Source: an optimization exercise on an open RTL-to-GDS flow (aim: small area and a short achievable clock period). Production flows keep margins and buffers that such runs may drop.
Only simulation tests tie the RTL to the original design; equivalence was not proved.

==> design/flow/design.v <==
module Systolic_array (
    input clk, reset,
    input [7:0] in_a, in_b,
    output reg [16:0] out_c
);
  wire [16:0] acc = out_c;
  wire [7:0] na, nb;   
  mm_inv ua0 (.a(in_a[0]), .y(na[0]));
  mm_inv ub0 (.a(in_b[0]), .y(nb[0]));
  mm_inv ua1 (.a(in_a[1]), .y(na[1]));
  mm_inv ub1 (.a(in_b[1]), .y(nb[1]));
  mm_inv ua2 (.a(in_a[2]), .y(na[2]));
  mm_inv ub2 (.a(in_b[2]), .y(nb[2]));
  mm_inv ua3 (.a(in_a[3]), .y(na[3]));
  mm_inv ub3 (.a(in_b[3]), .y(nb[3]));
  mm_inv ua4 (.a(in_a[4]), .y(na[4]));
  mm_inv ub4 (.a(in_b[4]), .y(nb[4]));
  mm_inv ua5 (.a(in_a[5]), .y(na[5]));
  mm_inv ub5 (.a(in_b[5]), .y(nb[5]));
  mm_inv ua6 (.a(in_a[6]), .y(na[6]));
  mm_inv ub6 (.a(in_b[6]), .y(nb[6]));
  mm_inv ua7 (.a(in_a[7]), .y(na[7]));
  mm_inv ub7 (.a(in_b[7]), .y(nb[7]));
  wire pp1;
  assign pp1 = ~(na[0] | nb[0]);
  wire pp2;
  assign pp2 = ~(na[0] | nb[1]);
  wire pp3;
  assign pp3 = ~(na[0] | nb[2]);
  wire pp4;
  assign pp4 = ~(na[0] | nb[3]);
  wire pp5;
  assign pp5 = ~(na[0] | nb[4]);
  wire pp6;
  assign pp6 = ~(na[0] | nb[5]);
  wire pp7;
  assign pp7 = ~(na[0] | nb[6]);
  wire pp8;
  assign pp8 = ~(na[0] | nb[7]);
  wire pp9;
  assign pp9 = ~(na[1] | nb[0]);
  wire pp10;
  assign pp10 = ~(na[1] | nb[1]);
  wire pp11;
  assign pp11 = ~(na[1] | nb[2]);
  wire pp12;
  assign pp12 = ~(na[1] | nb[3]);
  wire pp13;
  assign pp13 = ~(na[1] | nb[4]);
  wire pp14;
  assign pp14 = ~(na[1] | nb[5]);
  wire pp15;
  assign pp15 = ~(na[1] | nb[6]);
  wire pp16;
  assign pp16 = ~(na[1] | nb[7]);
  wire pp17;
  assign pp17 = ~(na[2] | nb[0]);
  wire pp18;
  assign pp18 = ~(na[2] | nb[1]);
  wire pp19;
  assign pp19 = ~(na[2] | nb[2]);
  wire pp20;
  assign pp20 = ~(na[2] | nb[3]);
  wire pp21;
  assign pp21 = ~(na[2] | nb[4]);
  wire pp22;
  assign pp22 = ~(na[2] | nb[5]);
  wire pp23;
  assign pp23 = ~(na[2] | nb[6]);
  wire pp24;
  assign pp24 = ~(na[2] | nb[7]);
  wire pp25;
  assign pp25 = ~(na[3] | nb[0]);
  wire pp26;
  assign pp26 = ~(na[3] | nb[1]);
  wire pp27;
  assign pp27 = ~(na[3] | nb[2]);
  wire pp28;
  assign pp28 = ~(na[3] | nb[3]);
  wire pp29;
  assign pp29 = ~(na[3] | nb[4]);
  wire pp30;
  assign pp30 = ~(na[3] | nb[5]);
  wire pp31;
  assign pp31 = ~(na[3] | nb[6]);
  wire pp32;
  assign pp32 = ~(na[3] | nb[7]);
  wire pp33;
  assign pp33 = ~(na[4] | nb[0]);
  wire pp34;
  assign pp34 = ~(na[4] | nb[1]);
  wire pp35;
  assign pp35 = ~(na[4] | nb[2]);
  wire pp36;
  assign pp36 = ~(na[4] | nb[3]);
  wire pp37;
  assign pp37 = ~(na[4] | nb[4]);
  wire pp38;
  assign pp38 = ~(na[4] | nb[5]);
  wire pp39;
  assign pp39 = ~(na[4] | nb[6]);
  wire pp40;
  assign pp40 = ~(na[4] | nb[7]);
  wire pp41;
  assign pp41 = ~(na[5] | nb[0]);
  wire pp42;
  assign pp42 = ~(na[5] | nb[1]);
  wire pp43;
  assign pp43 = ~(na[5] | nb[2]);
  wire pp44;
  assign pp44 = ~(na[5] | nb[3]);
  wire pp45;
  assign pp45 = ~(na[5] | nb[4]);
  wire pp46;
  assign pp46 = ~(na[5] | nb[5]);
  wire pp47;
  assign pp47 = ~(na[5] | nb[6]);
  wire pp48;
  assign pp48 = ~(na[5] | nb[7]);
  wire pp49;
  assign pp49 = ~(na[6] | nb[0]);
  wire pp50;
  assign pp50 = ~(na[6] | nb[1]);
  wire pp51;
  assign pp51 = ~(na[6] | nb[2]);
  wire pp52;
  assign pp52 = ~(na[6] | nb[3]);
  wire pp53;
  assign pp53 = ~(na[6] | nb[4]);
  wire pp54;
  assign pp54 = ~(na[6] | nb[5]);
  wire pp55;
  assign pp55 = ~(na[6] | nb[6]);
  wire pp56;
  assign pp56 = ~(na[6] | nb[7]);
  wire pp57;
  assign pp57 = ~(na[7] | nb[0]);
  wire pp58;
  assign pp58 = ~(na[7] | nb[1]);
  wire pp59;
  assign pp59 = ~(na[7] | nb[2]);
  wire pp60;
  assign pp60 = ~(na[7] | nb[3]);
  wire pp61;
  assign pp61 = ~(na[7] | nb[4]);
  wire pp62;
  assign pp62 = ~(na[7] | nb[5]);
  wire pp63;
  assign pp63 = ~(na[7] | nb[6]);
  wire pp64;
  assign pp64 = ~(na[7] | nb[7]);
  wire s65;
  wire k66;
  mm_ha u66 (.a(acc[5]), .b(pp6), .s(s65), .co(k66));
  wire s67;
  wire k68;
  mm_fa u68 (.a(acc[6]), .b(pp7), .c(pp14), .s(s67), .co(k68));
  wire s69;
  wire k70;
  mm_ha u70 (.a(pp21), .b(pp28), .s(s69), .co(k70));
  wire s71;
  wire k72;
  mm_fa u72 (.a(acc[7]), .b(pp8), .c(pp15), .s(s71), .co(k72));
  wire s73;
  wire k74;
  mm_fa u74 (.a(pp22), .b(pp29), .c(pp36), .s(s73), .co(k74));
  wire s75;
  wire k76;
  mm_ha u76 (.a(pp43), .b(pp50), .s(s75), .co(k76));
  wire s77;
  wire k78;
  mm_fa u78 (.a(acc[8]), .b(pp16), .c(pp23), .s(s77), .co(k78));
  wire s79;
  wire k80;
  mm_fa u80 (.a(pp30), .b(pp37), .c(pp44), .s(s79), .co(k80));
  wire s81;
  wire k82;
  mm_ha u82 (.a(pp51), .b(pp58), .s(s81), .co(k82));
  wire s83;
  wire k84;
  mm_fa u84 (.a(acc[9]), .b(pp24), .c(pp31), .s(s83), .co(k84));
  wire s85;
  wire k86;
  mm_fa u86 (.a(pp38), .b(pp45), .c(pp52), .s(s85), .co(k86));
  wire s87;
  wire k88;
  mm_fa u88 (.a(acc[10]), .b(pp32), .c(pp39), .s(s87), .co(k88));
  wire s89;
  wire k90;
  mm_ha u90 (.a(acc[3]), .b(pp4), .s(s89), .co(k90));
  wire s91;
  wire k92;
  mm_fa u92 (.a(acc[4]), .b(pp5), .c(pp12), .s(s91), .co(k92));
  wire s93;
  wire k94;
  mm_ha u94 (.a(pp19), .b(pp26), .s(s93), .co(k94));
  wire s95;
  wire k96;
  mm_fa u96 (.a(pp13), .b(pp20), .c(pp27), .s(s95), .co(k96));
  wire s97;
  wire k98;
  mm_fa u98 (.a(pp34), .b(pp41), .c(s65), .s(s97), .co(k98));
  wire s99;
  wire k100;
  mm_fa u100 (.a(pp35), .b(pp42), .c(pp49), .s(s99), .co(k100));
  wire s101;
  wire k102;
  mm_fa u102 (.a(k66), .b(s69), .c(s67), .s(s101), .co(k102));
  wire s103;
  wire k104;
  mm_fa u104 (.a(pp57), .b(k70), .c(s75), .s(s103), .co(k104));
  wire s105;
  wire k106;
  mm_fa u106 (.a(k68), .b(s71), .c(s73), .s(s105), .co(k106));
  wire s107;
  wire k108;
  mm_fa u108 (.a(k76), .b(s81), .c(k72), .s(s107), .co(k108));
  wire s109;
  wire k110;
  mm_fa u110 (.a(k74), .b(s77), .c(s79), .s(s109), .co(k110));
  wire s111;
  wire k112;
  mm_fa u112 (.a(pp59), .b(k82), .c(k78), .s(s111), .co(k112));
  wire s113;
  wire k114;
  mm_fa u114 (.a(k80), .b(s83), .c(s85), .s(s113), .co(k114));
  wire s115;
  wire k116;
  mm_fa u116 (.a(pp46), .b(pp53), .c(pp60), .s(s115), .co(k116));
  wire s117;
  wire k118;
  mm_fa u118 (.a(k84), .b(k86), .c(s87), .s(s117), .co(k118));
  wire s119;
  wire k120;
  mm_fa u120 (.a(acc[11]), .b(pp40), .c(pp47), .s(s119), .co(k120));
  wire s121;
  wire k122;
  mm_fa u122 (.a(pp54), .b(pp61), .c(k88), .s(s121), .co(k122));
  wire s123;
  wire k124;
  mm_fa u124 (.a(acc[12]), .b(pp48), .c(pp55), .s(s123), .co(k124));
  wire s125;
  wire k126;
  mm_ha u126 (.a(acc[2]), .b(pp3), .s(s125), .co(k126));
  wire s127;
  wire k128;
  mm_fa u128 (.a(pp11), .b(pp18), .c(pp25), .s(s127), .co(k128));
  wire s129;
  wire k130;
  mm_fa u130 (.a(pp33), .b(k90), .c(s93), .s(s129), .co(k130));
  wire s131;
  wire k132;
  mm_fa u132 (.a(k94), .b(k92), .c(s95), .s(s131), .co(k132));
  wire s133;
  wire k134;
  mm_fa u134 (.a(k96), .b(s99), .c(k98), .s(s133), .co(k134));
  wire s135;
  wire k136;
  mm_fa u136 (.a(k100), .b(s103), .c(k102), .s(s135), .co(k136));
  wire s137;
  wire k138;
  mm_fa u138 (.a(k104), .b(s107), .c(k106), .s(s137), .co(k138));
  wire s139;
  wire k140;
  mm_fa u140 (.a(k108), .b(s111), .c(k110), .s(s139), .co(k140));
  wire s141;
  wire k142;
  mm_fa u142 (.a(s115), .b(k112), .c(k114), .s(s141), .co(k142));
  wire s143;
  wire k144;
  mm_fa u144 (.a(k116), .b(s119), .c(s121), .s(s143), .co(k144));
  wire s145;
  wire k146;
  mm_fa u146 (.a(pp62), .b(k120), .c(s123), .s(s145), .co(k146));
  wire s147;
  wire k148;
  mm_fa u148 (.a(acc[13]), .b(pp56), .c(pp63), .s(s147), .co(k148));
  wire s149;
  wire k150;
  mm_ha u150 (.a(acc[1]), .b(pp2), .s(s149), .co(k150));
  wire s151;
  wire k152;
  mm_fa u152 (.a(pp10), .b(pp17), .c(s125), .s(s151), .co(k152));
  wire s153;
  wire k154;
  mm_fa u154 (.a(k126), .b(s89), .c(s127), .s(s153), .co(k154));
  wire s155;
  wire k156;
  mm_fa u156 (.a(k128), .b(s91), .c(s129), .s(s155), .co(k156));
  wire s157;
  wire k158;
  mm_fa u158 (.a(k130), .b(s97), .c(s131), .s(s157), .co(k158));
  wire s159;
  wire k160;
  mm_fa u160 (.a(k132), .b(s101), .c(s133), .s(s159), .co(k160));
  wire s161;
  wire k162;
  mm_fa u162 (.a(s105), .b(k134), .c(s135), .s(s161), .co(k162));
  wire s163;
  wire k164;
  mm_fa u164 (.a(s109), .b(k136), .c(s137), .s(s163), .co(k164));
  wire s165;
  wire k166;
  mm_fa u166 (.a(s113), .b(k138), .c(s139), .s(s165), .co(k166));
  wire s167;
  wire k168;
  mm_fa u168 (.a(s117), .b(k140), .c(s141), .s(s167), .co(k168));
  wire s169;
  wire k170;
  mm_fa u170 (.a(k118), .b(k142), .c(s143), .s(s169), .co(k170));
  wire s171;
  wire k172;
  mm_fa u172 (.a(k122), .b(s145), .c(k144), .s(s171), .co(k172));
  wire s173;
  wire k174;
  mm_fa u174 (.a(k124), .b(s147), .c(k146), .s(s173), .co(k174));
  wire s175;
  wire k176;
  mm_fa u176 (.a(acc[14]), .b(pp64), .c(k148), .s(s175), .co(k176));
  wire s177;
  wire k178;
  mm_ha u178 (.a(acc[0]), .b(pp1), .s(s177), .co(k178));
  wire s179;
  wire k180;
  mm_fa u180 (.a(pp9), .b(k178), .c(s149), .s(s179), .co(k180));
  wire s181;
  wire k182;
  mm_fa u182 (.a(k150), .b(k180), .c(s151), .s(s181), .co(k182));
  wire s183;
  wire k184;
  mm_ha u184 (.a(s153), .b(k152), .s(s183), .co(k184));
  wire s185;
  wire k186;
  mm_ha u186 (.a(s155), .b(k154), .s(s185), .co(k186));
  wire s187;
  wire k188;
  mm_ha u188 (.a(s157), .b(k156), .s(s187), .co(k188));
  wire s189;
  wire k190;
  mm_ha u190 (.a(s159), .b(k158), .s(s189), .co(k190));
  wire s191;
  wire k192;
  mm_ha u192 (.a(s161), .b(k160), .s(s191), .co(k192));
  wire s193;
  wire k194;
  mm_ha u194 (.a(s163), .b(k162), .s(s193), .co(k194));
  wire s195;
  wire k196;
  mm_ha u196 (.a(s165), .b(k164), .s(s195), .co(k196));
  wire s197;
  wire k198;
  mm_ha u198 (.a(s167), .b(k166), .s(s197), .co(k198));
  wire s199;
  wire k200;
  mm_ha u200 (.a(s169), .b(k168), .s(s199), .co(k200));
  wire s201;
  wire k202;
  mm_ha u202 (.a(s171), .b(k170), .s(s201), .co(k202));
  wire s203;
  wire k204;
  mm_ha u204 (.a(s173), .b(k172), .s(s203), .co(k204));
  wire s205;
  wire k206;
  mm_ha u206 (.a(s175), .b(k174), .s(s205), .co(k206));
  wire s207;
  wire k208;
  mm_ha u208 (.a(acc[15]), .b(k176), .s(s207), .co(k208));
  wire g209;
  assign g209 = k184 | (s183 & k182);
  wire g210;
  assign g210 = k186 | (s185 & g209);
  wire p211;
  assign p211 = s185 & s183;
  wire g212;
  assign g212 = k188 | (s187 & k186);
  wire p213;
  assign p213 = s187 & s185;
  wire g214;
  assign g214 = k190 | (s189 & k188);
  wire p215;
  assign p215 = s189 & s187;
  wire g216;
  assign g216 = k192 | (s191 & k190);
  wire p217;
  assign p217 = s191 & s189;
  wire g218;
  assign g218 = k194 | (s193 & k192);
  wire p219;
  assign p219 = s193 & s191;
  wire g220;
  assign g220 = k196 | (s195 & k194);
  wire p221;
  assign p221 = s195 & s193;
  wire g222;
  assign g222 = k198 | (s197 & k196);
  wire p223;
  assign p223 = s197 & s195;
  wire g224;
  assign g224 = k200 | (s199 & k198);
  wire p225;
  assign p225 = s199 & s197;
  wire g226;
  assign g226 = k202 | (s201 & k200);
  wire p227;
  assign p227 = s201 & s199;
  wire g228;
  assign g228 = k204 | (s203 & k202);
  wire p229;
  assign p229 = s203 & s201;
  wire g230;
  assign g230 = k206 | (s205 & k204);
  wire p231;
  assign p231 = s205 & s203;
  wire g232;
  assign g232 = k208 | (s207 & k206);
  wire p233;
  assign p233 = s207 & s205;
  wire g234;
  assign g234 = 1'b0 | (acc[16] & k208);
  wire p235;
  assign p235 = acc[16] & s207;
  wire g236;
  assign g236 = g212 | (p213 & g209);
  wire p237;
  assign p237 = p213 & s183;
  wire g238;
  assign g238 = g214 | (p215 & g210);
  wire p239;
  assign p239 = p215 & p211;
  wire g240;
  assign g240 = g216 | (p217 & g212);
  wire p241;
  assign p241 = p217 & p213;
  wire g242;
  assign g242 = g218 | (p219 & g214);
  wire p243;
  assign p243 = p219 & p215;
  wire g244;
  assign g244 = g220 | (p221 & g216);
  wire p245;
  assign p245 = p221 & p217;
  wire g246;
  assign g246 = g222 | (p223 & g218);
  wire p247;
  assign p247 = p223 & p219;
  wire g248;
  assign g248 = g224 | (p225 & g220);
  wire p249;
  assign p249 = p225 & p221;
  wire g250;
  assign g250 = g226 | (p227 & g222);
  wire p251;
  assign p251 = p227 & p223;
  wire g252;
  assign g252 = g228 | (p229 & g224);
  wire p253;
  assign p253 = p229 & p225;
  wire g254;
  assign g254 = g230 | (p231 & g226);
  wire p255;
  assign p255 = p231 & p227;
  wire g256;
  assign g256 = g232 | (p233 & g228);
  wire p257;
  assign p257 = p233 & p229;
  wire g258;
  assign g258 = g234 | (p235 & g230);
  wire p259;
  assign p259 = p235 & p231;
  wire g260;
  assign g260 = g240 | (p241 & g209);
  wire p261;
  assign p261 = p241 & s183;
  wire g262;
  assign g262 = g242 | (p243 & g210);
  wire p263;
  assign p263 = p243 & p211;
  wire g264;
  assign g264 = g244 | (p245 & g236);
  wire p265;
  assign p265 = p245 & p237;
  wire g266;
  assign g266 = g246 | (p247 & g238);
  wire p267;
  assign p267 = p247 & p239;
  wire g268;
  assign g268 = g248 | (p249 & g240);
  wire p269;
  assign p269 = p249 & p241;
  wire g270;
  assign g270 = g250 | (p251 & g242);
  wire p271;
  assign p271 = p251 & p243;
  wire g272;
  assign g272 = g252 | (p253 & g244);
  wire p273;
  assign p273 = p253 & p245;
  wire g274;
  assign g274 = g254 | (p255 & g246);
  wire p275;
  assign p275 = p255 & p247;
  wire g276;
  assign g276 = g256 | (p257 & g248);
  wire p277;
  assign p277 = p257 & p249;
  wire g278;
  assign g278 = g258 | (p259 & g250);
  wire p279;
  assign p279 = p259 & p251;
  wire g280;
  assign g280 = g268 | (p269 & g209);
  wire p281;
  assign p281 = p269 & s183;
  wire g282;
  assign g282 = g270 | (p271 & g210);
  wire p283;
  assign p283 = p271 & p211;
  wire g284;
  assign g284 = g272 | (p273 & g236);
  wire p285;
  assign p285 = p273 & p237;
  wire g286;
  assign g286 = g274 | (p275 & g238);
  wire p287;
  assign p287 = p275 & p239;
  wire g288;
  assign g288 = g276 | (p277 & g260);
  wire p289;
  assign p289 = p277 & p261;
  wire g290;
  assign g290 = g278 | (p279 & g262);
  wire p291;
  assign p291 = p279 & p263;
  wire [16:0] sum = {(acc[16] ^ g288), (s207 ^ g286), (s205 ^ g284), (s203 ^ g282), (s201 ^ g280), (s199 ^ g266), (s197 ^ g264), (s195 ^ g262), (s193 ^ g260), (s191 ^ g238), (s189 ^ g236), (s187 ^ g210), (s185 ^ g209), (s183 ^ k182), s181, s179, s177};
  always @(posedge clk or posedge reset) begin
    if (reset)
      out_c <= 17'b0;
    else
      out_c <= sum;
  end
endmodule
module Systolic_array_int (
    input clk, reset,
    input [7:0] in_a, in_b,
    output reg [16:0] out_c
);
  wire [16:0] acc = out_c;
  wire [7:0] na, nb;   
  mm_inv ua0 (.a(in_a[0]), .y(na[0]));
  mm_inv ub0 (.a(in_b[0]), .y(nb[0]));
  mm_inv ua1 (.a(in_a[1]), .y(na[1]));
  mm_inv ub1 (.a(in_b[1]), .y(nb[1]));
  mm_inv ua2 (.a(in_a[2]), .y(na[2]));
  mm_inv ub2 (.a(in_b[2]), .y(nb[2]));
  mm_inv ua3 (.a(in_a[3]), .y(na[3]));
  mm_inv ub3 (.a(in_b[3]), .y(nb[3]));
  mm_inv ua4 (.a(in_a[4]), .y(na[4]));
  mm_inv ub4 (.a(in_b[4]), .y(nb[4]));
  mm_inv ua5 (.a(in_a[5]), .y(na[5]));
  mm_inv ub5 (.a(in_b[5]), .y(nb[5]));
  mm_inv ua6 (.a(in_a[6]), .y(na[6]));
  mm_inv ub6 (.a(in_b[6]), .y(nb[6]));
  mm_inv ua7 (.a(in_a[7]), .y(na[7]));
  mm_inv ub7 (.a(in_b[7]), .y(nb[7]));
  wire pp1;
  assign pp1 = ~(na[0] | nb[0]);
  wire pp2;
  assign pp2 = ~(na[0] | nb[1]);
  wire pp3;
  assign pp3 = ~(na[0] | nb[2]);
  wire pp4;
  assign pp4 = ~(na[0] | nb[3]);
  wire pp5;
  assign pp5 = ~(na[0] | nb[4]);
  wire pp6;
  assign pp6 = ~(na[0] | nb[5]);
  wire pp7;
  assign pp7 = ~(na[0] | nb[6]);
  wire pp8;
  assign pp8 = ~(na[0] | nb[7]);
  wire pp9;
  assign pp9 = ~(na[1] | nb[0]);
  wire pp10;
  assign pp10 = ~(na[1] | nb[1]);
  wire pp11;
  assign pp11 = ~(na[1] | nb[2]);
  wire pp12;
  assign pp12 = ~(na[1] | nb[3]);
  wire pp13;
  assign pp13 = ~(na[1] | nb[4]);
  wire pp14;
  assign pp14 = ~(na[1] | nb[5]);
  wire pp15;
  assign pp15 = ~(na[1] | nb[6]);
  wire pp16;
  assign pp16 = ~(na[1] | nb[7]);
  wire pp17;
  assign pp17 = ~(na[2] | nb[0]);
  wire pp18;
  assign pp18 = ~(na[2] | nb[1]);
  wire pp19;
  assign pp19 = ~(na[2] | nb[2]);
  wire pp20;
  assign pp20 = ~(na[2] | nb[3]);
  wire pp21;
  assign pp21 = ~(na[2] | nb[4]);
  wire pp22;
  assign pp22 = ~(na[2] | nb[5]);
  wire pp23;
  assign pp23 = ~(na[2] | nb[6]);
  wire pp24;
  assign pp24 = ~(na[2] | nb[7]);
  wire pp25;
  assign pp25 = ~(na[3] | nb[0]);
  wire pp26;
  assign pp26 = ~(na[3] | nb[1]);
  wire pp27;
  assign pp27 = ~(na[3] | nb[2]);
  wire pp28;
  assign pp28 = ~(na[3] | nb[3]);
  wire pp29;
  assign pp29 = ~(na[3] | nb[4]);
  wire pp30;
  assign pp30 = ~(na[3] | nb[5]);
  wire pp31;
  assign pp31 = ~(na[3] | nb[6]);
  wire pp32;
  assign pp32 = ~(na[3] | nb[7]);
  wire pp33;
  assign pp33 = ~(na[4] | nb[0]);
  wire pp34;
  assign pp34 = ~(na[4] | nb[1]);
  wire pp35;
  assign pp35 = ~(na[4] | nb[2]);
  wire pp36;
  assign pp36 = ~(na[4] | nb[3]);
  wire pp37;
  assign pp37 = ~(na[4] | nb[4]);
  wire pp38;
  assign pp38 = ~(na[4] | nb[5]);
  wire pp39;
  assign pp39 = ~(na[4] | nb[6]);
  wire pp40;
  assign pp40 = ~(na[4] | nb[7]);
  wire pp41;
  assign pp41 = ~(na[5] | nb[0]);
  wire pp42;
  assign pp42 = ~(na[5] | nb[1]);
  wire pp43;
  assign pp43 = ~(na[5] | nb[2]);
  wire pp44;
  assign pp44 = ~(na[5] | nb[3]);
  wire pp45;
  assign pp45 = ~(na[5] | nb[4]);
  wire pp46;
  assign pp46 = ~(na[5] | nb[5]);
  wire pp47;
  assign pp47 = ~(na[5] | nb[6]);
  wire pp48;
  assign pp48 = ~(na[5] | nb[7]);
  wire pp49;
  assign pp49 = ~(na[6] | nb[0]);
  wire pp50;
  assign pp50 = ~(na[6] | nb[1]);
  wire pp51;
  assign pp51 = ~(na[6] | nb[2]);
  wire pp52;
  assign pp52 = ~(na[6] | nb[3]);
  wire pp53;
  assign pp53 = ~(na[6] | nb[4]);
  wire pp54;
  assign pp54 = ~(na[6] | nb[5]);
  wire pp55;
  assign pp55 = ~(na[6] | nb[6]);
  wire pp56;
  assign pp56 = ~(na[6] | nb[7]);
  wire pp57;
  assign pp57 = ~(na[7] | nb[0]);
  wire pp58;
  assign pp58 = ~(na[7] | nb[1]);
  wire pp59;
  assign pp59 = ~(na[7] | nb[2]);
  wire pp60;
  assign pp60 = ~(na[7] | nb[3]);
  wire pp61;
  assign pp61 = ~(na[7] | nb[4]);
  wire pp62;
  assign pp62 = ~(na[7] | nb[5]);
  wire pp63;
  assign pp63 = ~(na[7] | nb[6]);
  wire pp64;
  assign pp64 = ~(na[7] | nb[7]);
  wire s65;
  wire k66;
  mm_ha u66 (.a(acc[5]), .b(pp6), .s(s65), .co(k66));
  wire s67;
  wire k68;
  mm_fa u68 (.a(acc[6]), .b(pp7), .c(pp14), .s(s67), .co(k68));
  wire s69;
  wire k70;
  mm_ha u70 (.a(pp21), .b(pp28), .s(s69), .co(k70));
  wire s71;
  wire k72;
  mm_fa u72 (.a(acc[7]), .b(pp8), .c(pp15), .s(s71), .co(k72));
  wire s73;
  wire k74;
  mm_fa u74 (.a(pp22), .b(pp29), .c(pp36), .s(s73), .co(k74));
  wire s75;
  wire k76;
  mm_ha u76 (.a(pp43), .b(pp50), .s(s75), .co(k76));
  wire s77;
  wire k78;
  mm_fa u78 (.a(acc[8]), .b(pp16), .c(pp23), .s(s77), .co(k78));
  wire s79;
  wire k80;
  mm_fa u80 (.a(pp30), .b(pp37), .c(pp44), .s(s79), .co(k80));
  wire s81;
  wire k82;
  mm_ha u82 (.a(pp51), .b(pp58), .s(s81), .co(k82));
  wire s83;
  wire k84;
  mm_fa u84 (.a(acc[9]), .b(pp24), .c(pp31), .s(s83), .co(k84));
  wire s85;
  wire k86;
  mm_fa u86 (.a(pp38), .b(pp45), .c(pp52), .s(s85), .co(k86));
  wire s87;
  wire k88;
  mm_fa u88 (.a(acc[10]), .b(pp32), .c(pp39), .s(s87), .co(k88));
  wire s89;
  wire k90;
  mm_ha u90 (.a(acc[3]), .b(pp4), .s(s89), .co(k90));
  wire s91;
  wire k92;
  mm_fa u92 (.a(acc[4]), .b(pp5), .c(pp12), .s(s91), .co(k92));
  wire s93;
  wire k94;
  mm_ha u94 (.a(pp19), .b(pp26), .s(s93), .co(k94));
  wire s95;
  wire k96;
  mm_fa u96 (.a(pp13), .b(pp20), .c(pp27), .s(s95), .co(k96));
  wire s97;
  wire k98;
  mm_fa u98 (.a(pp34), .b(pp41), .c(s65), .s(s97), .co(k98));
  wire s99;
  wire k100;
  mm_fa u100 (.a(pp35), .b(pp42), .c(pp49), .s(s99), .co(k100));
  wire s101;
  wire k102;
  mm_fa u102 (.a(k66), .b(s69), .c(s67), .s(s101), .co(k102));
  wire s103;
  wire k104;
  mm_fa u104 (.a(pp57), .b(k70), .c(s75), .s(s103), .co(k104));
  wire s105;
  wire k106;
  mm_fa u106 (.a(k68), .b(s71), .c(s73), .s(s105), .co(k106));
  wire s107;
  wire k108;
  mm_fa u108 (.a(k76), .b(s81), .c(k72), .s(s107), .co(k108));
  wire s109;
  wire k110;
  mm_fa u110 (.a(k74), .b(s77), .c(s79), .s(s109), .co(k110));
  wire s111;
  wire k112;
  mm_fa u112 (.a(pp59), .b(k82), .c(k78), .s(s111), .co(k112));
  wire s113;
  wire k114;
  mm_fa u114 (.a(k80), .b(s83), .c(s85), .s(s113), .co(k114));
  wire s115;
  wire k116;
  mm_fa u116 (.a(pp46), .b(pp53), .c(pp60), .s(s115), .co(k116));
  wire s117;
  wire k118;
  mm_fa u118 (.a(k84), .b(k86), .c(s87), .s(s117), .co(k118));
  wire s119;
  wire k120;
  mm_fa u120 (.a(acc[11]), .b(pp40), .c(pp47), .s(s119), .co(k120));
  wire s121;
  wire k122;
  mm_fa u122 (.a(pp54), .b(pp61), .c(k88), .s(s121), .co(k122));
  wire s123;
  wire k124;
  mm_fa u124 (.a(acc[12]), .b(pp48), .c(pp55), .s(s123), .co(k124));
  wire s125;
  wire k126;
  mm_ha u126 (.a(acc[2]), .b(pp3), .s(s125), .co(k126));
  wire s127;
  wire k128;
  mm_fa u128 (.a(pp11), .b(pp18), .c(pp25), .s(s127), .co(k128));
  wire s129;
  wire k130;
  mm_fa u130 (.a(pp33), .b(k90), .c(s93), .s(s129), .co(k130));
  wire s131;
  wire k132;
  mm_fa u132 (.a(k94), .b(k92), .c(s95), .s(s131), .co(k132));
  wire s133;
  wire k134;
  mm_fa u134 (.a(k96), .b(s99), .c(k98), .s(s133), .co(k134));
  wire s135;
  wire k136;
  mm_fa u136 (.a(k100), .b(s103), .c(k102), .s(s135), .co(k136));
  wire s137;
  wire k138;
  mm_fa u138 (.a(k104), .b(s107), .c(k106), .s(s137), .co(k138));
  wire s139;
  wire k140;
  mm_fa u140 (.a(k108), .b(s111), .c(k110), .s(s139), .co(k140));
  wire s141;
  wire k142;
  mm_fa u142 (.a(s115), .b(k112), .c(k114), .s(s141), .co(k142));
  wire s143;
  wire k144;
  mm_fa u144 (.a(k116), .b(s119), .c(s121), .s(s143), .co(k144));
  wire s145;
  wire k146;
  mm_fa u146 (.a(pp62), .b(k120), .c(s123), .s(s145), .co(k146));
  wire s147;
  wire k148;
  mm_fa u148 (.a(acc[13]), .b(pp56), .c(pp63), .s(s147), .co(k148));
  wire s149;
  wire k150;
  mm_ha u150 (.a(acc[1]), .b(pp2), .s(s149), .co(k150));
  wire s151;
  wire k152;
  mm_fa u152 (.a(pp10), .b(pp17), .c(s125), .s(s151), .co(k152));
  wire s153;
  wire k154;
  mm_fa u154 (.a(k126), .b(s89), .c(s127), .s(s153), .co(k154));
  wire s155;
  wire k156;
  mm_fa u156 (.a(k128), .b(s91), .c(s129), .s(s155), .co(k156));
  wire s157;
  wire k158;
  mm_fa u158 (.a(k130), .b(s97), .c(s131), .s(s157), .co(k158));
  wire s159;
  wire k160;
  mm_fa u160 (.a(k132), .b(s101), .c(s133), .s(s159), .co(k160));
  wire s161;
  wire k162;
  mm_fa u162 (.a(s105), .b(k134), .c(s135), .s(s161), .co(k162));
  wire s163;
  wire k164;
  mm_fa u164 (.a(s109), .b(k136), .c(s137), .s(s163), .co(k164));
  wire s165;
  wire k166;
  mm_fa u166 (.a(s113), .b(k138), .c(s139), .s(s165), .co(k166));
  wire s167;
  wire k168;
  mm_fa u168 (.a(s117), .b(k140), .c(s141), .s(s167), .co(k168));
  wire s169;
  wire k170;
  mm_fa u170 (.a(k118), .b(k142), .c(s143), .s(s169), .co(k170));
  wire s171;
  wire k172;
  mm_fa u172 (.a(k122), .b(s145), .c(k144), .s(s171), .co(k172));
  wire s173;
  wire k174;
  mm_fa u174 (.a(k124), .b(s147), .c(k146), .s(s173), .co(k174));
  wire s175;
  wire k176;
  mm_fa u176 (.a(acc[14]), .b(pp64), .c(k148), .s(s175), .co(k176));
  wire s177;
  wire k178;
  mm_ha u178 (.a(acc[0]), .b(pp1), .s(s177), .co(k178));
  wire s179;
  wire k180;
  mm_fa u180 (.a(pp9), .b(k178), .c(s149), .s(s179), .co(k180));
  wire s181;
  wire k182;
  mm_fa u182 (.a(k150), .b(k180), .c(s151), .s(s181), .co(k182));
  wire s183;
  wire k184;
  mm_fa u184 (.a(k152), .b(s153), .c(k182), .s(s183), .co(k184));
  wire s185;
  wire k186;
  mm_fa u186 (.a(k154), .b(s155), .c(k184), .s(s185), .co(k186));
  wire s187;
  wire k188;
  mm_ha u188 (.a(s157), .b(k156), .s(s187), .co(k188));
  wire s189;
  wire k190;
  mm_ha u190 (.a(s159), .b(k158), .s(s189), .co(k190));
  wire s191;
  wire k192;
  mm_ha u192 (.a(s161), .b(k160), .s(s191), .co(k192));
  wire s193;
  wire k194;
  mm_ha u194 (.a(s163), .b(k162), .s(s193), .co(k194));
  wire s195;
  wire k196;
  mm_ha u196 (.a(s165), .b(k164), .s(s195), .co(k196));
  wire s197;
  wire k198;
  mm_ha u198 (.a(s167), .b(k166), .s(s197), .co(k198));
  wire s199;
  wire k200;
  mm_ha u200 (.a(s169), .b(k168), .s(s199), .co(k200));
  wire s201;
  wire k202;
  mm_ha u202 (.a(s171), .b(k170), .s(s201), .co(k202));
  wire s203;
  wire k204;
  mm_ha u204 (.a(s173), .b(k172), .s(s203), .co(k204));
  wire s205;
  wire k206;
  mm_ha u206 (.a(s175), .b(k174), .s(s205), .co(k206));
  wire s207;
  wire k208;
  mm_ha u208 (.a(acc[15]), .b(k176), .s(s207), .co(k208));
  wire g209;
  assign g209 = k188 | (s187 & k186);
  wire g210;
  assign g210 = k190 | (s189 & g209);
  wire p211;
  assign p211 = s189 & s187;
  wire g212;
  assign g212 = k194 | (s193 & k192);
  wire p213;
  assign p213 = s193 & s191;
  wire g214;
  assign g214 = k198 | (s197 & k196);
  wire p215;
  assign p215 = s197 & s195;
  wire g216;
  assign g216 = k202 | (s201 & k200);
  wire p217;
  assign p217 = s201 & s199;
  wire g218;
  assign g218 = k206 | (s205 & k204);
  wire p219;
  assign p219 = s205 & s203;
  wire g220;
  assign g220 = 1'b0 | (acc[16] & k208);
  wire p221;
  assign p221 = acc[16] & s207;
  wire g222;
  assign g222 = k192 | (s191 & g210);
  wire p223;
  assign p223 = s191 & p211;
  wire g224;
  assign g224 = g212 | (p213 & g210);
  wire p225;
  assign p225 = p213 & p211;
  wire g226;
  assign g226 = k200 | (s199 & g214);
  wire p227;
  assign p227 = s199 & p215;
  wire g228;
  assign g228 = g216 | (p217 & g214);
  wire p229;
  assign p229 = p217 & p215;
  wire g230;
  assign g230 = k208 | (s207 & g218);
  wire p231;
  assign p231 = s207 & p219;
  wire g232;
  assign g232 = g220 | (p221 & g218);
  wire p233;
  assign p233 = p221 & p219;
  wire g234;
  assign g234 = k196 | (s195 & g224);
  wire p235;
  assign p235 = s195 & p225;
  wire g236;
  assign g236 = g214 | (p215 & g224);
  wire p237;
  assign p237 = p215 & p225;
  wire g238;
  assign g238 = g226 | (p227 & g224);
  wire p239;
  assign p239 = p227 & p225;
  wire g240;
  assign g240 = g228 | (p229 & g224);
  wire p241;
  assign p241 = p229 & p225;
  wire g242;
  assign g242 = k204 | (s203 & g240);
  wire p243;
  assign p243 = s203 & p241;
  wire g244;
  assign g244 = g218 | (p219 & g240);
  wire p245;
  assign p245 = p219 & p241;
  wire g246;
  assign g246 = g230 | (p231 & g240);
  wire p247;
  assign p247 = p231 & p241;
  wire g248;
  assign g248 = g232 | (p233 & g240);
  wire p249;
  assign p249 = p233 & p241;
  wire [16:0] sum = {(acc[16] ^ g246), (s207 ^ g244), (s205 ^ g242), (s203 ^ g240), (s201 ^ g238), (s199 ^ g236), (s197 ^ g234), (s195 ^ g224), (s193 ^ g222), (s191 ^ g210), (s189 ^ g209), (s187 ^ k186), s185, s183, s181, s179, s177};
  always @(posedge clk or posedge reset) begin
    if (reset)
      out_c <= 17'b0;
    else
      out_c <= sum;
  end
endmodule
module mm_inv (input a, output y);
  assign y = ~a;
endmodule
module mm_fa (input a, b, c, output s, co);
  assign s = a ^ b ^ c;
  assign co = (a & b) | (c & (a ^ b));
endmodule
module mm_ha (input a, b, output s, co);
  assign s = a ^ b;
  assign co = a & b;
endmodule
module Matrix_Multiplication (
  input clk, reset,
  input [7:0] a1, a2, a3, a4, b1, b2, b3, b4,
  output [16:0] c1, c2, c3, c4, c5, c6, c7, c8, c9, c10, c11, c12, c13, c14, c15, c16
);
  reg [7:0] ad1_0, ad1_1, ad1_2, ad1_3, ad2_0, ad2_1, ad2_2, ad2_3, ad3_0, ad3_1, ad3_2, ad3_3;
  reg [7:0] bd1_0, bd1_1, bd1_2, bd1_3, bd2_0, bd2_1, bd2_2, bd2_3, bd3_0, bd3_1, bd3_2, bd3_3;
  wire [7:0] ad0_0 = a1, ad0_1 = a2, ad0_2 = a3, ad0_3 = a4;
  wire [7:0] bd0_0 = b1, bd0_1 = b2, bd0_2 = b3, bd0_3 = b4;
  always @(posedge clk or posedge reset) begin
    if (reset) begin
      ad1_0 <= 8'b00000000;
      ad1_1 <= 8'b00000000;
      ad1_2 <= 8'b00000000;
      ad1_3 <= 8'b00000000;
      ad2_0 <= 8'b00000000;
      ad2_1 <= 8'b00000000;
      ad2_2 <= 8'b00000000;
      ad2_3 <= 8'b00000000;
      ad3_0 <= 8'b00000000;
      ad3_1 <= 8'b00000000;
      ad3_2 <= 8'b00000000;
      ad3_3 <= 8'b00000000;
      bd1_0 <= 8'b00000000;
      bd1_1 <= 8'b00000000;
      bd1_2 <= 8'b00000000;
      bd1_3 <= 8'b00000000;
      bd2_0 <= 8'b00000000;
      bd2_1 <= 8'b00000000;
      bd2_2 <= 8'b00000000;
      bd2_3 <= 8'b00000000;
      bd3_0 <= 8'b00000000;
      bd3_1 <= 8'b00000000;
      bd3_2 <= 8'b00000000;
      bd3_3 <= 8'b00000000;
    end else begin
      ad1_0 <= ad0_0;
      ad1_1 <= ad0_1;
      ad1_2 <= ad0_2;
      ad1_3 <= ad0_3;
      ad2_0 <= ad1_0;
      ad2_1 <= ad1_1;
      ad2_2 <= ad1_2;
      ad2_3 <= ad1_3;
      ad3_0 <= ad2_0;
      ad3_1 <= ad2_1;
      ad3_2 <= ad2_2;
      ad3_3 <= ad2_3;
      bd1_0 <= bd0_0;
      bd1_1 <= bd0_1;
      bd1_2 <= bd0_2;
      bd1_3 <= bd0_3;
      bd2_0 <= bd1_0;
      bd2_1 <= bd1_1;
      bd2_2 <= bd1_2;
      bd2_3 <= bd1_3;
      bd3_0 <= bd2_0;
      bd3_1 <= bd2_1;
      bd3_2 <= bd2_2;
      bd3_3 <= bd2_3;
    end
  end
  Systolic_array B1 (.clk(clk), .reset(reset), .in_a(ad0_0), .in_b(bd0_0), .out_c(c1));
  Systolic_array B2 (.clk(clk), .reset(reset), .in_a(ad0_1), .in_b(bd1_0), .out_c(c2));
  Systolic_array B3 (.clk(clk), .reset(reset), .in_a(ad0_2), .in_b(bd2_0), .out_c(c3));
  Systolic_array B4 (.clk(clk), .reset(reset), .in_a(ad0_3), .in_b(bd3_0), .out_c(c4));
  Systolic_array B5 (.clk(clk), .reset(reset), .in_a(ad1_0), .in_b(bd0_1), .out_c(c5));
  Systolic_array_int B6 (.clk(clk), .reset(reset), .in_a(ad1_1), .in_b(bd1_1), .out_c(c6));
  Systolic_array_int B7 (.clk(clk), .reset(reset), .in_a(ad1_2), .in_b(bd2_1), .out_c(c7));
  Systolic_array_int B8 (.clk(clk), .reset(reset), .in_a(ad1_3), .in_b(bd3_1), .out_c(c8));
  Systolic_array B9 (.clk(clk), .reset(reset), .in_a(ad2_0), .in_b(bd0_2), .out_c(c9));
  Systolic_array_int B10 (.clk(clk), .reset(reset), .in_a(ad2_1), .in_b(bd1_2), .out_c(c10));
  Systolic_array_int B11 (.clk(clk), .reset(reset), .in_a(ad2_2), .in_b(bd2_2), .out_c(c11));
  Systolic_array_int B12 (.clk(clk), .reset(reset), .in_a(ad2_3), .in_b(bd3_2), .out_c(c12));
  Systolic_array B13 (.clk(clk), .reset(reset), .in_a(ad3_0), .in_b(bd0_3), .out_c(c13));
  Systolic_array_int B14 (.clk(clk), .reset(reset), .in_a(ad3_1), .in_b(bd1_3), .out_c(c14));
  Systolic_array_int B15 (.clk(clk), .reset(reset), .in_a(ad3_2), .in_b(bd2_3), .out_c(c15));
  Systolic_array_int B16 (.clk(clk), .reset(reset), .in_a(ad3_3), .in_b(bd3_3), .out_c(c16));
endmodule
==> design/flow/flow/run.sh <==
#!/bin/bash
set -uo pipefail
export BUFFER_PORTS_ARGS="-buffer_cell sky130_fd_sc_hd__buf_1"
export CTS_ARGS="-sink_clustering_enable -repair_clock_nets -sink_clustering_size 24 -sink_clustering_max_diameter 150"
bash standard.sh > flow_standard.log 2>&1
==> design/flow/standard.sh <==
#!/bin/bash
# synth_recipe.tcl (not shown) runs the flow's synth.tcl, then flattens the netlist and writes it again
# the make line also repeats each setting of config.mk as NAME=value (left out here)
make -C /OpenROAD-flow-scripts/flow DESIGN_CONFIG=/design/flow/config.mk WORK_HOME=/design/flow/orfs CLKGATE_MAP_FILE= SYNTH_SCRIPT=/design/flow/synth_recipe.tcl "${@:-finish}"
==> design/flow/config.mk <==
export PLATFORM = sky130hd
export DESIGN_NAME = Matrix_Multiplication
export DESIGN_NICKNAME = Matrix_Multiplication
export VERILOG_FILES = /design/flow/design.v
export SDC_FILE = /design/flow/constraint.sdc
export NUM_CORES = 4
export LEC_CHECK = 0
export ABC_AREA = 1
export CAP_MARGIN = 20
export CORE_MARGIN = 2
export CORE_UTILIZATION = 40
export SETUP_SLACK_MARGIN = 2.0
export SLEW_MARGIN = 20
export SYNTH_HIERARCHICAL = 1
export SYNTH_MINIMUM_KEEP_SIZE = 0
==> design/flow/constraint.sdc <==
create_clock -name core_clock -period 6.5 [get_ports {clk}]
set_input_delay 1.3000 -clock core_clock [delete_from_list [all_inputs] [get_ports {clk}]]
set_output_delay 1.3000 -clock core_clock [all_outputs]
set_load 0.01 [all_outputs]
==> summary.md, run 1 <==
| Metric | Value |
|---|---|
| CTS tree | yes |
| Final-stage net count | 6109 |
| Row cnt | 123 |
| Synth area leaders | fa_1, dfrtp_1, ha_1, nor2_1, inv_1 |
| Req. time, crit path | 7.05 ns |
| Critical path class | flop to flop |
| Avg Synthesized Cell Area | 9.65 µm² |
| Detailed Place HPWL | 104000 µm |
| DRC | 0 |
| Max cap viols | 0 |
| Fin crit share | 66.7% |
| Critical Path AT | 4.89 ns |
| Crit. End Element | flop |
| 1st-iter DRT viols | 1697 |
| Final setup viols | 0 |
| Die area | 117000 µm² |
| Slew headroom | 45.3% |
| Remaining Overflow, GRT | 0 |
| Hold Path Class | flop to flop |
| Die Ht | 341 µm |
| Post-synthesis net count | 5998 |
| Min Tclk post-route | 4.34 ns |
| Async set or reset register ratio after synthesis | 100% |
| Worst path slowest cell | fa_1 |
| Synth Flop Type | dfrtp_1 |
| Netlist Area Pre-Place | 45600 µm² |
| Distinct cells, synth | 22 |
| First-pass GRT wire length | 195000 µm |
| H-tree depth | 1 |
| Clk_skew | 0.0434 ns |
| Crit start category | flop |
| WP buf/inv | 2 |
| IO Count | 338 |
| Yosys reg bits | 464 |
| Total CTS buffers | 24 |
| Final worst-path setup slack | 2.16 ns |
| Count leader, synth | nor2_1 |
| Setup slack at placement | 1.39 ns |
| Crit-path cells | inv_1 -> nor2_1 -> ha_1 -> fa_1 -> fa_1 -> fa_1 -> fa_1 -> ha_1 -> or2_2 -> ha_1 -> inv_1 -> nand2_1 -> nand2_1 -> nand2_2 -> nand2_2 -> nand2_2 -> ha_1 -> nor2_1 -> xnor2_1 |
| Fillers | 11000 |
| Via count | 30900 |
| Fmax achieved | 231 MHz |
| Slew @ Worst Pin | 0.820 ns |
| Total track usage | 21.6% |
| RSZ-0062 raised after global routing | true |
| EDFF count, synth | 0 |
| Final Hold Viols | 0 |
| Seq/Total Area, Yosys | 25.5% |
| CP max FO | 8 |
| Share of layout cells above drive strength 1 | 4.09% |
| Drt total wl | 121000 µm |
| Vias in the first global route | 33500 |
| Final GP Congestion | 0.881 |
| # hold bufs at CTS | 0 |
| Hold WS | 0.378 ns |
| Post-synth top cells | nor2_1, fa_1, inv_1, nand2_1, dfrtp_1 |
| Yosys Warn Count | 9 |
| Vias per cell | 4.87 |
| Final Max Tran Viols | 0 |
| Setup tns final | 0 ns |
| Area growth, synth to finish | 6.46% |
| Initial antenna violation count | 10 |
| Largest stage delay, worst path | 0.45 ns |
| Post-Syn Instances | 4721 |
| Clock Sinks | 464 |
| Post-synth top area share | 35.9% |
| DR WL/cell | 19.1 µm |
| Clock slew at reported path FFs | 0.11 ns |
| Die Wd | 341 µm |
| Starting density of the core | 40.4% |
| CTS root buf | clkbuf_16 |
| Final ANT Viol Nets | 0 |
| Clk Latency, worst-skew pair | 0.64 ns |
| Outcome | timing/DRC/antenna clean |
| Detailed Routing Iterations Pass 1 | 5 |
| IO Port Bufs | 337 |
| Clock tree buffer depth | 3 |
| Largest delay share family, worst path | adder cells |
| Largest net degree at the start of global routing | 115 |
| Core area | 113000 µm² |
| Cell accounting for the most synthesized area | fa_1 |
[what timing repair did]
item / in CTS / in global routing
gates resized for setup: 0 / 22
setup endpoints to repair: 0 / 14
buffers inserted: 0 / 1
endpoints found under the hold margin: 0 / 0
[metal layers]
layer  GRT usage (%)  up-vias  wire (µm)
li1                -    14200          -
met1            29.4    15800      52100
met2            36.6      754      59600
met3            3.63       95       7310
met4            4.04        6       2190
met5               0        -         31
[modules after synthesis, one instance, submodules excluded]
module | times used | cells inside | flip-flops and latches
Matrix_Multiplication | 1 | 193 | 192
Systolic_array | 7 | 240 | 17
Systolic_array_int | 9 | 160 | 17
mm_fa | 818 | 1 | 0
mm_ha | 334 | 1 | 0
mm_inv | 256 | 1 | 0
[cells by family (layout without fill, tap and decap cells)]
family / Yosys count / count (layout) / synth area share, %
DFF: 464 / 464 / 25.5
buffers and inverters: 877 / 995 / 7.23
xor gates and xnor gates: 85 / 85 / 1.63
adders and majority gates: 1211 / 1211 / 46.7
and+or+nand+nor: 1990 / 1990 / 17.7
other: 0 / 3 / 0
AOI/OAI and AO/OA: 94 / 94 / 1.24
[path summary, 6_finish.rpt]
check	end	cells past startpoint	slack, ns	startpoint
setup / recovery	B14.out_c[14]$_DFF_PP0_	19	2.16	bd1_3[1]$_DFF_PP0_
hold / removal	ad3_3[4]$_DFF_PP0_	0	0.38	ad2_3[4]$_DFF_PP0_
setup reg to reg	B14.out_c[14]$_DFF_PP0_	19	2.16	bd1_3[1]$_DFF_PP0_
hold reg to reg	ad3_3[4]$_DFF_PP0_	0	0.38	ad2_3[4]$_DFF_PP0_
max in group asynchronous	ad3_3[5]$_DFF_PP0_	4	4.26	reset
min in group asynchronous	ad1_0[6]$_DFF_PP0_	3	1.13	reset
[area by class of cell]
| type | instances | area, µm² | area share, % |
|---|---|---|---|
| clock inverters | 5 | 42.5 | 0.0877 |
| clock buffers | 28 | 657 | 1.35 |
| inverters | 621 | 2340 | 4.82 |
| diodes | 3 | 7.51 | 0.0155 |
| flip-flops and latches | 464 | 11600 | 23.9 |
| multi-input cells | 3380 | 30700 | 63.2 |
| well taps | 1500 | 1880 | 3.87 |
| repair buffers | 341 | 1310 | 2.70 |
[flip-flops by register name (all words and copies together) (netlist names), 17 cells and up]
name,cells
B1.out_c,17
B10.out_c,17
B11.out_c,17
B12.out_c,17
B13.out_c,17
B14.out_c,17
B15.out_c,17
B16.out_c,17
B2.out_c,17
B3.out_c,17
B4.out_c,17
B5.out_c,17
B6.out_c,17
B7.out_c,17
B8.out_c,17
B9.out_c,17
[placed cells by master, fill, tap and decap left out, types with 18 or more instances in the layout]
master / n
a21oi_1: 64
buf_1: 335
clkbuf_16: 25
dfrtp_1: 462
fa_1: 818
ha_1: 393
inv_1: 601
inv_2: 18
nand2_1: 607
nand2_2: 73
nand3_1: 46
nand3_2: 21
nand4_1: 21
nor2_1: 1169
xnor2_1: 41
xor2_1: 44
[stage by stage]
stage / instances / instance area [µm²] / util (%)
after floorplan: 4721 / 45600 / -
after global placement: 6305 / 47800 / 42.4
after detailed placement: 6305 / 47800 / 42.4
after CTS: 6338 / 48500 / 43.0
after global routing: 6339 / 48500 / 43.0
final: 6342 / 48500 / 43.1
==> inputs of run 2 (changes only) <==
--- a/design/flow/config.mk
+++ b/design/flow/config.mk
@@ -6,5 +6,4 @@
 export NUM_CORES = 4
 export LEC_CHECK = 0
-export ABC_AREA = 1
 export CAP_MARGIN = 20
 export CORE_MARGIN = 2
==> run 2 against run 1 <==
  * Area after synthesis is 4.7% lower
  * Routed wire length decreased by 6.0%
  * Critical path depth fell by 6
  * First-iteration DRC count decreased by 10%
  * Critical path type is now input pin to flop
==> summary.md, run 2 <==
| Metric | Value |
|---|---|
| Outcome | timing/DRC/antenna clean |
| Clock slew at reported path FFs | 0.11 ns |
| Post-Syn Instances | 3964 |
| Simple-Gate Fraction of Synth Area | 12.0% |
| Req. time, crit path | 7.04 ns |
| Final Max Tran Viols | 0 |
| Netlist Area Pre-Place | 43400 µm² |
| Worst path most repeated cell | fa_1 |
| Crit start category | input pin |
| Vias per cell | 5.12 |
| Clk_skew | 0.0304 ns |
| Clk Latency, worst-skew pair | 0.63 ns |
| Post-Synth XOR/XNOR Area | 2.64% |
| Largest net degree at the start of global routing | 149 |
| Area growth, synth to finish | 8.42% |
| Seq/Total Area, Yosys | 26.7% |
| IO Count | 338 |
| Drt total wl | 114000 µm |
| DRC | 0 |
| Final GP Congestion | 0.903 |
| CTS tree | yes |
| Die area | 111000 µm² |
| Largest delay share family, worst path | adder cells |
| Starting density of the core | 40.4% |
| Design Area, Final | 47100 µm² |
| CTS root buf | clkbuf_16 |
| Yosys Warn Count | 9 |
| Final Hold Viols | 0 |
| Slew @ Worst Pin | 0.993 ns |
| Synth Area in Compound Gates | 4.71% |
| Min Tclk post-route | 4.38 ns |
| Cell accounting for the most synthesized area | fa_1 |
| Share of layout cells above drive strength 1 | 8.35% |
| Hold path startpoint | ad1_1[6]$_DFF_PP0_ |
| Final-stage net count | 5396 |
| Hold WS | 0.384 ns |
| Worst reg2reg startpoint | bd1_3[1]$_DFF_PP0_ |
| Count leader, synth | nor2_1 |
| Final setup viols | 0 |
| Avg Synthesized Cell Area | 11.0 µm² |
| CP max FO | 8 |
| Distinct cells, synth | 35 |
| Commonest non-fill, non-tap cell in the layout | nor2_1 |
| Die Wd | 333 µm |
| Synthesized-area fraction occupied by adder cells | 49.1% |
| Post-synthesis net count | 5241 |
| Row cnt | 120 |
| Total CTS buffers | 23 |
| Detailed Routing Iterations Pass 1 | 5 |
| Fillers | 10100 |
| Most frequent cells in the layout | nor2_1, fa_1, dfrtp_1 |
| Main combinational cell family by area after synthesis | adder cells |
| Setup tns final | 0 ns |
| Detailed Place HPWL | 94800 µm |
| Core area | 107000 µm² |
| Fin crit share | 67.3% |
| Clock tree buffer depth | 3 |
| Placed instance area | 45600 µm² |
| Critical Path AT | 4.92 ns |
| WP buf/inv | 2 |
| RSZ-0062 raised after global routing | true |
| Total track usage | 21.2% |
| Critical Path Start | b4[7] |
| Max cap viols | 0 |
| Via count | 28300 |
| Vias in the first global route | 31100 |
| 1st-iter DRT viols | 1528 |
| Die Ht | 333 µm |
| Initial antenna violation count | 11 |
| Largest stage delay, worst path | 0.51 ns |
| Slew headroom | 33.8% |
| Mux contribution to synthesized area | 0% |
| Final ANT Viol Nets | 0 |
| Hold Path Class | flop to flop |
| DR WL/cell | 20.6 µm |
| First-pass GRT wire length | 182000 µm |
| Synth Flop Type | dfrtp_1 |
| Post-synth top area share | 37.7% |
| Yosys reg bits | 464 |
| # hold bufs at CTS | 0 |
| Worst path slowest cell | fa_1 |
| Critical path class | input pin to flop |
| Post-synth top cells | nor2_1, fa_1, dfrtp_1, ha_1, inv_1 |
| EDFF count, synth | 0 |
| Crit. End Element | flop |
| Clock Sinks | 464 |
| Remaining Overflow, GRT | 0 |
| Async set or reset register ratio after synthesis | 100% |
| Crit-path cells | buf_1 -> inv_2 -> nor2_1 -> fa_1 -> fa_1 -> fa_1 -> fa_1 -> ha_1 -> nand3_1 -> a21oi_1 -> o21ai_1 -> and3_1 -> nor3_1 |
| H-tree depth | 1 |
| Synth area leaders | fa_1, dfrtp_1, ha_1, nor2_1, inv_1 |
| IO Port Bufs | 337 |
| Fmax achieved | 229 MHz |
run 2: cell types whose count changed after synthesis, sizes merged, moves of 19 or more:
cell	change
a21oi	+19
a31oi	+28
nand2	-568
a21o	+28
nand3	-30
inv	-348
xnor2	+41
nor2	-84
o211ai	+23
o21ai	+23
run 2: kinds of logic (layout without fill, tap and decap cells):
kind of cell / count (synthesis) / count (layout)
xor gates and xnor gates: 131 / 131
adders and majority gates: 1211 / 1211
buffers and inverters: 550 / 707
AOI/OAI and AO/OA: 286 / 286
and+or+nand+nor: 1322 / 1322
other: 0 / 5
DFF: 464 / 464
run 2: modules after synthesis, one instance, submodules excluded:
module | copies in the design | cell area [µm²] | flip-flops and latches | cells
mm_ha | 334 | 12.5 | 0 | 1
mm_fa | 818 | 20.0 | 0 | 1
mm_inv | 256 | 3.75 | 0 | 1
Matrix_Multiplication | 1 | 4810 | 192 | 193
Systolic_array | 7 | 1170 | 17 | 164
Systolic_array_int | 9 | 987 | 17 | 135
run 2: path summary, 6_finish.rpt:
kind / end / slack, ns / depth (start not counted)
hold reg to reg: ad2_1[6]$_DFF_PP0_ / 0.38 / 0
min in group asynchronous: B14.out_c[16]$_DFF_PP0_ / 1.17 / 3
max in group asynchronous: ad1_2[3]$_DFF_PP0_ / 4.15 / 5
setup reg to reg: B14.out_c[14]$_DFF_PP0_ / 2.13 / 18
hold / removal: ad2_1[6]$_DFF_PP0_ / 0.38 / 0
setup / recovery: B13.out_c[13]$_DFF_PP0_ / 2.12 / 13
run 2: final cells by class:
type	instances	area [µm²]	share of cell area, %
Clock buffer	24	579	1.23
Tap cell	1403	1760	3.73
Multi-Input combinational cell	2950	30100	63.9
Timing Repair Buffer	407	1820	3.87
Sequential cell	464	11600	24.7
Antenna cell	5	12.5	0.0266
Inverter	273	1160	2.46
Clock inverter	3	21.3	0.0452
run 2: per-layer routing:
layer	up-vias	track usage [%]	part of all wire, %	wire length, µm
li1	12700	-	-	-
met1	14700	28.2	42	47500
met2	767	33.9	47	53500
met3	148	5.83	7.7	8750
met4	10	6.47	3.5	4010
met5	-	0	0.052	59
run 2: per-stage QoR:
stage	setup WS, ns	util (%)	cells
final	2.12	43.8	5529
after global routing	1.95	43.8	5528
after CTS	1.95	43.2	5466
after detailed placement	1.26	42.5	5430
after global placement	1.26	42.5	5430
after floorplan	2.00	-	3964
run 2: timing repair:
item | in CTS | in global routing
hold endpoints to repair | 0 | 0
setup endpoints to repair | 38 | 55
setup buffers | 9 | 58
gates resized for setup | 79 | 135
pin swaps | 8 | 37

[separate check: timing with driven ports]
The flow's constraints put no driver on any port. The routed layouts listed below were extracted and timed again, unchanged, in two steps.
Step 1 (the two cells are an assumption about what drives the block):
set clk [get_ports {clk}]
set_driving_cell -lib_cell sky130_fd_sc_hd__clkbuf_16 $clk
set_driving_cell -lib_cell sky130_fd_sc_hd__buf_2 [delete_from_list [all_inputs] $clk]
Step 2 also shifts input and output timing later by t, the mid clock arrival at the registers, as if the neighbouring blocks saw the same clock.
Slacks: ideal ports / drivers / drivers and shift; pairs: ideal ports / drivers.
run | shift t [ns] | slack for setup (ns) | worst slew at a driven data input, ns
run 1 | 0.685 | 2.162 / 2.162 / 1.522 | 0.13
run 2 | 0.689 | 2.125 / 2.133 / 1.480 | 0.16
After both steps setup and hold are still met in every run listed. For run 2, which loses most, drivers alone change the setup slack by +0.008 ns; drivers and shift together by -0.645 ns.
